Source: an optimization exercise on an open RTL-to-GDS flow (aim: small area and a short achievable clock period). Production flows keep margins and buffers that such runs may drop. Where RTL was checked, it was by simulation tests only, not by an equivalence proof against the original.

==> 02-13 <==
Design iir_variable_filter, start of the top module:
module iir_variable_filter (
    input  wire               clk,
    input  wire               reset_n,
    input  wire        [8:0]  filter_index,
    input  wire signed [15:0] data_in,
    output wire signed [31:0] data_out
);
export LEC_CHECK = 0
export CAP_MARGIN = 20
export CORE_MARGIN = 2
export CORE_UTILIZATION = 50
export CTS_BUF_LIST = sky130_fd_sc_hd__clkbuf_8
export SETUP_SLACK_MARGIN = 5
export SLEW_MARGIN = 20
export SYNTH_HIERARCHICAL = 1
export TNS_END_PERCENT = 0
create_clock -name core_clock -period 15.0 [get_ports {clk}]
standard.sh (not shown) runs the stock make flow with config.mk's settings and CLKGATE_MAP_FILE= SYNTH_SCRIPT=/design/flow/synth_recipe.tcl, a recipe that flattens the netlist after the stock synthesis.
==> flow/flow/run.sh <==
#!/bin/bash
# The standard layout (standard.sh: the standard flow's synthesis and ORFS flow, unchanged), except that the
# port buffers are the platform's smallest buffer (buffer_ports -buffer_cell) instead of the
# delay cell the resizer picks by default. make's full output goes to flow_make.log; ORFS keeps
# each step's own log under orfs/logs/.
set -euo pipefail
bash standard.sh "BUFFER_PORTS_ARGS=-buffer_cell sky130_fd_sc_hd__buf_1" finish > flow_make.log 2>&1
==> 12-20: changes against 02-13 <==
==> flow/flow/run.sh (replaced) <==
#!/bin/bash
# The standard layout (standard.sh: the standard flow's synthesis and ORFS flow, unchanged), except that the
# port buffers are the platform's smallest buffer (buffer_ports -buffer_cell) instead of the
# delay cell the resizer picks by default, and repair_timing aims for 6 ns of setup slack. make's full output goes to flow_make.log; ORFS keeps
# each step's own log under orfs/logs/.
set -euo pipefail
bash standard.sh "BUFFER_PORTS_ARGS=-buffer_cell sky130_fd_sc_hd__buf_1" SETUP_SLACK_MARGIN=6 finish > flow_make.log 2>&1
ABC_AREA = 1   (was default)
CTS_BUF_LIST = sky130_fd_sc_hd__clkbuf_8 sky130_fd_sc_hd__clkbuf_16   (was sky130_fd_sc_hd__clkbuf_8)
==> 03-28: changes against 02-13 <==
CTS_BUF_LIST = sky130_fd_sc_hd__clkbuf_8 sky130_fd_sc_hd__clkbuf_16   (was sky130_fd_sc_hd__clkbuf_8)
SETUP_SLACK_MARGIN = 4   (was 5)
==> 04-02: changes against 02-13 <==
CTS_BUF_LIST = sky130_fd_sc_hd__clkbuf_8 sky130_fd_sc_hd__clkbuf_16   (was sky130_fd_sc_hd__clkbuf_8)
==> run notes <==
Critical Path AT=10,430 ps; CP endpoint=IIR.y0[18]; FMAX=99.8 MHz; DR vias/cell=6.88; CTS root buffer=clkbuf_16; status=timing/DRC/antenna clean; hold path start=IIR.r_x[0]; largest fanout on the critical path=8; Netlist cell types=79; Placed Instance Area=0.0308 mm2; Crit-path slowest cell=fa_1
[end of results for 04-02]
==> run notes <==
DR vias/cell=6.60; Placed Instance Area=0.0309 mm2; status=timing/DRC/antenna clean; Critical Path AT=9790 ps; largest fanout on the critical path=7; FMAX=107 MHz; Crit-path slowest cell=fa_1; CP endpoint=IIR.y0[3]; Netlist cell types=45; hold path start=IIR.x1[0]
[end of results for 12-20]
==> run notes <==
status=timing/DRC/antenna clean; largest fanout on the critical path=50; FMAX=92.6 MHz; Placed Instance Area=0.0307 mm2; Netlist cell types=79; CTS root buffer=clkbuf_16
[end of results for 03-28]
==> run notes <==
status=timing/DRC/antenna clean; Slew headroom=0.269; DR vias/cell=6.87; first-pass GRT wire length=175,000 um; Critical Path AT=10,510 ps; FMAX=99.8 MHz; hold path start=IIR.x1[1]; Placed Instance Area=0.0308 mm2; largest fanout on the critical path=8; Crit-path slowest cell=fa_2; CTS root buffer=clkbuf_8; CP endpoint=IIR.y0[18]
[end of results for 02-13]

---

==> inputs of run a <==
iir_variable_filter, a different RTL version from the one above (not shown whole).
==> flow/config.mk <==
export PLATFORM = sky130hd
export DESIGN_NAME = iir_variable_filter
export DESIGN_NICKNAME = iir_variable_filter
export VERILOG_FILES = /design/flow/design.v
export SDC_FILE = /design/flow/constraint.sdc
export NUM_CORES = 4
export LEC_CHECK = 0
export ABC_AREA = 1
export CAP_MARGIN = 20
export CORE_MARGIN = 2
export CORE_UTILIZATION = 60
export CTS_BUF_LIST = sky130_fd_sc_hd__clkbuf_8 sky130_fd_sc_hd__clkbuf_16
export SETUP_SLACK_MARGIN = 5
export SLEW_MARGIN = 20
export SYNTH_HIERARCHICAL = 1
export TNS_END_PERCENT = 0
==> flow/constraint.sdc <==
create_clock -name core_clock -period 15.0 [get_ports {clk}]
set_input_delay 3.0000 -clock core_clock [delete_from_list [all_inputs] [get_ports {clk}]]
set_output_delay 3.0000 -clock core_clock [all_outputs]
set_load 0.01 [all_outputs]
==> flow/flow/run.sh <==
#!/bin/bash
# The standard layout (standard.sh: the standard flow's synthesis and ORFS flow, unchanged), except that the
# port buffers are the platform's smallest buffer (buffer_ports -buffer_cell) instead of the
# delay cell the resizer picks by default. make's full output goes to flow_make.log; ORFS keeps
# each step's own log under orfs/logs/.
set -euo pipefail
bash standard.sh "BUFFER_PORTS_ARGS=-buffer_cell sky130_fd_sc_hd__buf_1" finish > flow_make.log 2>&1
==> inputs of run b, as changes to run a <==
--- a/flow/design.v
+++ b/flow/design.v
@@ -278,104 +278,33 @@
     iir_fa u_sa28 (.a(data_in[14]), .b(sc12), .c(ss13), .s(ss28), .co(sc28));
     wire ss29, sc29;
     iir_fa u_sa29 (.a(~data_in[15]), .b(sc13), .c(ss14), .s(ss29), .co(sc29));
     wire ss30, sc30;
     iir_fa u_sa30 (.a(~qn[16]), .b(qn[15]), .c(sc14), .s(ss30), .co(sc30));
-    wire [18:0] s_next;
-    wire [18:0] sn_a = {1'b1, sc30, sc29, sc28, sc27, sc26, sc25, sc24, sc23, sc22, sc21, sc20, sc19, sc18, sc17, sc16, shc0, sc15, ss15};
-    wire [18:0] sn_b = {1'b0, ~qn[16], ss30, ss29, ss28, ss27, ss26, ss25, ss24, ss23, ss22, ss21, ss20, ss19, ss18, ss17, ss16, shs0, 1'b0};
-    wire [18:0] sn_g = sn_a & sn_b;
-    wire [18:0] sn_p = sn_a ^ sn_b;
-    wire sn_G1 = sn_g[1] | (sn_p[1] & sn_g[0]);
-    wire sn_P1 = sn_p[1] & sn_p[0];
-    wire sn_G2 = sn_g[3] | (sn_p[3] & sn_g[2]);
-    wire sn_P2 = sn_p[3] & sn_p[2];
-    wire sn_G3 = sn_g[5] | (sn_p[5] & sn_g[4]);
-    wire sn_P3 = sn_p[5] & sn_p[4];
-    wire sn_G4 = sn_g[7] | (sn_p[7] & sn_g[6]);
-    wire sn_P4 = sn_p[7] & sn_p[6];
-    wire sn_G5 = sn_g[9] | (sn_p[9] & sn_g[8]);
-    wire sn_P5 = sn_p[9] & sn_p[8];
-    wire sn_G6 = sn_g[11] | (sn_p[11] & sn_g[10]);
-    wire sn_P6 = sn_p[11] & sn_p[10];
-    wire sn_G7 = sn_g[13] | (sn_p[13] & sn_g[12]);
-    wire sn_P7 = sn_p[13] & sn_p[12];
-    wire sn_G8 = sn_g[15] | (sn_p[15] & sn_g[14]);
-    wire sn_P8 = sn_p[15] & sn_p[14];
-    wire sn_G9 = sn_g[17] | (sn_p[17] & sn_g[16]);
-    wire sn_P9 = sn_p[17] & sn_p[16];
-    wire sn_G10 = sn_g[2] | (sn_p[2] & sn_G1);
-    wire sn_P10 = sn_p[2] & sn_P1;
-    wire sn_G11 = sn_G2 | (sn_P2 & sn_G1);
-    wire sn_P11 = sn_P2 & sn_P1;
-    wire sn_G12 = sn_g[6] | (sn_p[6] & sn_G3);
-    wire sn_P12 = sn_p[6] & sn_P3;
-    wire sn_G13 = sn_G4 | (sn_P4 & sn_G3);
-    wire sn_P13 = sn_P4 & sn_P3;
-    wire sn_G14 = sn_g[10] | (sn_p[10] & sn_G5);
-    wire sn_P14 = sn_p[10] & sn_P5;
-    wire sn_G15 = sn_G6 | (sn_P6 & sn_G5);
-    wire sn_P15 = sn_P6 & sn_P5;
-    wire sn_G16 = sn_g[14] | (sn_p[14] & sn_G7);
-    wire sn_P16 = sn_p[14] & sn_P7;
-    wire sn_G17 = sn_G8 | (sn_P8 & sn_G7);
-    wire sn_P17 = sn_P8 & sn_P7;
-    wire sn_G18 = sn_g[4] | (sn_p[4] & sn_G11);
-    wire sn_P18 = sn_p[4] & sn_P11;
-    wire sn_G19 = sn_G3 | (sn_P3 & sn_G11);
-    wire sn_P19 = sn_P3 & sn_P11;
-    wire sn_G20 = sn_G12 | (sn_P12 & sn_G11);
-    wire sn_P20 = sn_P12 & sn_P11;
-    wire sn_G21 = sn_G13 | (sn_P13 & sn_G11);
-    wire sn_P21 = sn_P13 & sn_P11;
-    wire sn_G22 = sn_g[12] | (sn_p[12] & sn_G15);
-    wire sn_P22 = sn_p[12] & sn_P15;
-    wire sn_G23 = sn_G7 | (sn_P7 & sn_G15);
-    wire sn_P23 = sn_P7 & sn_P15;
-    wire sn_G24 = sn_G16 | (sn_P16 & sn_G15);
-    wire sn_P24 = sn_P16 & sn_P15;
-    wire sn_G25 = sn_G17 | (sn_P17 & sn_G15);
-    wire sn_P25 = sn_P17 & sn_P15;
-    wire sn_G26 = sn_g[8] | (sn_p[8] & sn_G21);
-    wire sn_P26 = sn_p[8] & sn_P21;
-    wire sn_G27 = sn_G5 | (sn_P5 & sn_G21);
-    wire sn_P27 = sn_P5 & sn_P21;
-    wire sn_G28 = sn_G14 | (sn_P14 & sn_G21);
-    wire sn_P28 = sn_P14 & sn_P21;
-    wire sn_G29 = sn_G15 | (sn_P15 & sn_G21);
-    wire sn_P29 = sn_P15 & sn_P21;
-    wire sn_G30 = sn_G22 | (sn_P22 & sn_G21);
-    wire sn_P30 = sn_P22 & sn_P21;
-    wire sn_G31 = sn_G23 | (sn_P23 & sn_G21);
-    wire sn_P31 = sn_P23 & sn_P21;
-    wire sn_G32 = sn_G24 | (sn_P24 & sn_G21);
-    wire sn_P32 = sn_P24 & sn_P21;
-    wire sn_G33 = sn_G25 | (sn_P25 & sn_G21);
-    wire sn_P33 = sn_P25 & sn_P21;
-    wire sn_G34 = sn_g[16] | (sn_p[16] & sn_G33);
-    wire sn_P34 = sn_p[16] & sn_P33;
-    wire sn_G35 = sn_G9 | (sn_P9 & sn_G33);
-    wire sn_P35 = sn_P9 & sn_P33;
-    assign s_next[0] = sn_p[0];
-    assign s_next[1] = sn_p[1] ^ sn_g[0];
-    assign s_next[2] = sn_p[2] ^ sn_G1;
-    assign s_next[3] = sn_p[3] ^ sn_G10;
-    assign s_next[4] = sn_p[4] ^ sn_G11;
-    assign s_next[5] = sn_p[5] ^ sn_G18;
-    assign s_next[6] = sn_p[6] ^ sn_G19;
-    assign s_next[7] = sn_p[7] ^ sn_G20;
-    assign s_next[8] = sn_p[8] ^ sn_G21;
-    assign s_next[9] = sn_p[9] ^ sn_G26;
-    assign s_next[10] = sn_p[10] ^ sn_G27;
-    assign s_next[11] = sn_p[11] ^ sn_G28;
-    assign s_next[12] = sn_p[12] ^ sn_G29;
-    assign s_next[13] = sn_p[13] ^ sn_G30;
-    assign s_next[14] = sn_p[14] ^ sn_G31;
-    assign s_next[15] = sn_p[15] ^ sn_G32;
-    assign s_next[16] = sn_p[16] ^ sn_G33;
-    assign s_next[17] = sn_p[17] ^ sn_G34;
-    assign s_next[18] = sn_p[18] ^ sn_G35;
+    wire [18:0] s_next;    
+    wire [19:0] snc;
+    assign snc[0] = 1'b0;
+    assign s_next[0] = ss15;
+    assign snc[1] = 1'b0;
+    iir_fa u_snf1 (.a(sc15), .b(shs0), .c(snc[1]), .s(s_next[1]), .co(snc[2]));
+    iir_fa u_snf2 (.a(shc0), .b(ss16), .c(snc[2]), .s(s_next[2]), .co(snc[3]));
+    iir_fa u_snf3 (.a(sc16), .b(ss17), .c(snc[3]), .s(s_next[3]), .co(snc[4]));
+    iir_fa u_snf4 (.a(sc17), .b(ss18), .c(snc[4]), .s(s_next[4]), .co(snc[5]));
+    iir_fa u_snf5 (.a(sc18), .b(ss19), .c(snc[5]), .s(s_next[5]), .co(snc[6]));
+    iir_fa u_snf6 (.a(sc19), .b(ss20), .c(snc[6]), .s(s_next[6]), .co(snc[7]));
+    iir_fa u_snf7 (.a(sc20), .b(ss21), .c(snc[7]), .s(s_next[7]), .co(snc[8]));
+    iir_fa u_snf8 (.a(sc21), .b(ss22), .c(snc[8]), .s(s_next[8]), .co(snc[9]));
+    iir_fa u_snf9 (.a(sc22), .b(ss23), .c(snc[9]), .s(s_next[9]), .co(snc[10]));
+    iir_fa u_snf10 (.a(sc23), .b(ss24), .c(snc[10]), .s(s_next[10]), .co(snc[11]));
+    iir_fa u_snf11 (.a(sc24), .b(ss25), .c(snc[11]), .s(s_next[11]), .co(snc[12]));
+    iir_fa u_snf12 (.a(sc25), .b(ss26), .c(snc[12]), .s(s_next[12]), .co(snc[13]));
+    iir_fa u_snf13 (.a(sc26), .b(ss27), .c(snc[13]), .s(s_next[13]), .co(snc[14]));
+    iir_fa u_snf14 (.a(sc27), .b(ss28), .c(snc[14]), .s(s_next[14]), .co(snc[15]));
+    iir_fa u_snf15 (.a(sc28), .b(ss29), .c(snc[15]), .s(s_next[15]), .co(snc[16]));
+    iir_fa u_snf16 (.a(sc29), .b(ss30), .c(snc[16]), .s(s_next[16]), .co(snc[17]));
+    iir_fa u_snf17 (.a(sc30), .b(~qn[16]), .c(snc[17]), .s(s_next[17]), .co(snc[18]));
+    assign s_next[18] = 1'b1 ^ 1'b0 ^ snc[18];
     wire pp_b_0_0 = (((cw[6] & s[0])) ^ cw[0]);
     wire pp_b_0_1 = (((cw[6] & s[1]) | (cw[13] & s[0])) ^ cw[0]);
     wire pp_b_0_2 = (((cw[6] & s[2]) | (cw[13] & s[1])) ^ cw[0]);
     wire pp_b_0_3 = (((cw[6] & s[3]) | (cw[13] & s[2])) ^ cw[0]);
     wire pp_b_0_4 = (((cw[6] & s[4]) | (cw[13] & s[3])) ^ cw[0]);
CORE_UTILIZATION = 50   (was 60)
==> summary.md <==
| Metric | Value |
|---|---|
| Status | finished clean |
| GP Congestion | 1.041 |
| Slowest stage delay, CP | 0.55 ns |
| FF-to-FF setup slack | 5.73 ns |
| Slew Limit Headroom | 39.23% |
| Dpl hpwl | 90910 µm |
| Final Instance Count excl. Fillers | 3688 |
| DR vias | 25500 |
| Routed WL per cell | 32.89 µm |
Source of the figures above: run a

==> summary.md <==
| Metric | Value |
|---|---|
| Final Instance Count excl. Fillers | 3711 |
| Status | finished clean |
| FF-to-FF setup slack | 5.82 ns |
| DR vias | 24347 |
| Clock buffers | 17 |
| Slowest stage delay, CP | 0.56 ns |
| Slew Limit Headroom | 37.69% |
| Routed WL per cell | 33.32 µm |
Source of the figures above: run b

The RTL of run a was laid out without a check of its function.

[port drivers added, routing unchanged]
No port has a modelled driver above. Below, the same layouts with a new extraction and two added sets of constraints.
Step 1: set_driving_cell puts a clkbuf_16 on clk and a buf_2 on each other input, an assumption about the parent block.
Step 2 moves the port delays by t, midway between the first and last clock arrival at a register: inputs arrive t later, outputs are due t later. That takes back most of the time a late clock gives input paths.
Slacks: ideal / step 1 / step 2; pairs: ideal / step 1.
| run | t, ns | slack for setup (ns) | worst setup path after step 2 | worst register clock-pin slew, ns | cell pins on the clock port's net |
|---|---|---|---|---|---|
| 02-13 | 0.644 | 4.976 / 4.978 / 4.334 | input to register | 0.12 / 0.12 | 1 |
| 12-20 | 0.580 | 5.688 / 5.672 / 5.093 | input to register | 0.11 / 0.11 | 1 |
| 03-28 | 0.566 | 4.202 / 4.239 / 3.673 | input to register | 0.10 / 0.10 | 1 |
| 04-02 | 0.562 | 4.977 / 4.977 / 4.415 | input to register | 0.08 / 0.08 | 1 |
| run a | 0.567 | 5.164 / 5.207 / 4.640 | input to register | 0.10 / 0.10 | 1 |
| run b | 0.559 | 5.097 / 5.138 / 4.579 | input to register | 0.10 / 0.10 | 1 |
After both steps setup and hold are still met in every run listed. The setup slack of 02-13, which loses most, moves by +0.002 ns with the drivers and by -0.642 ns with both steps.
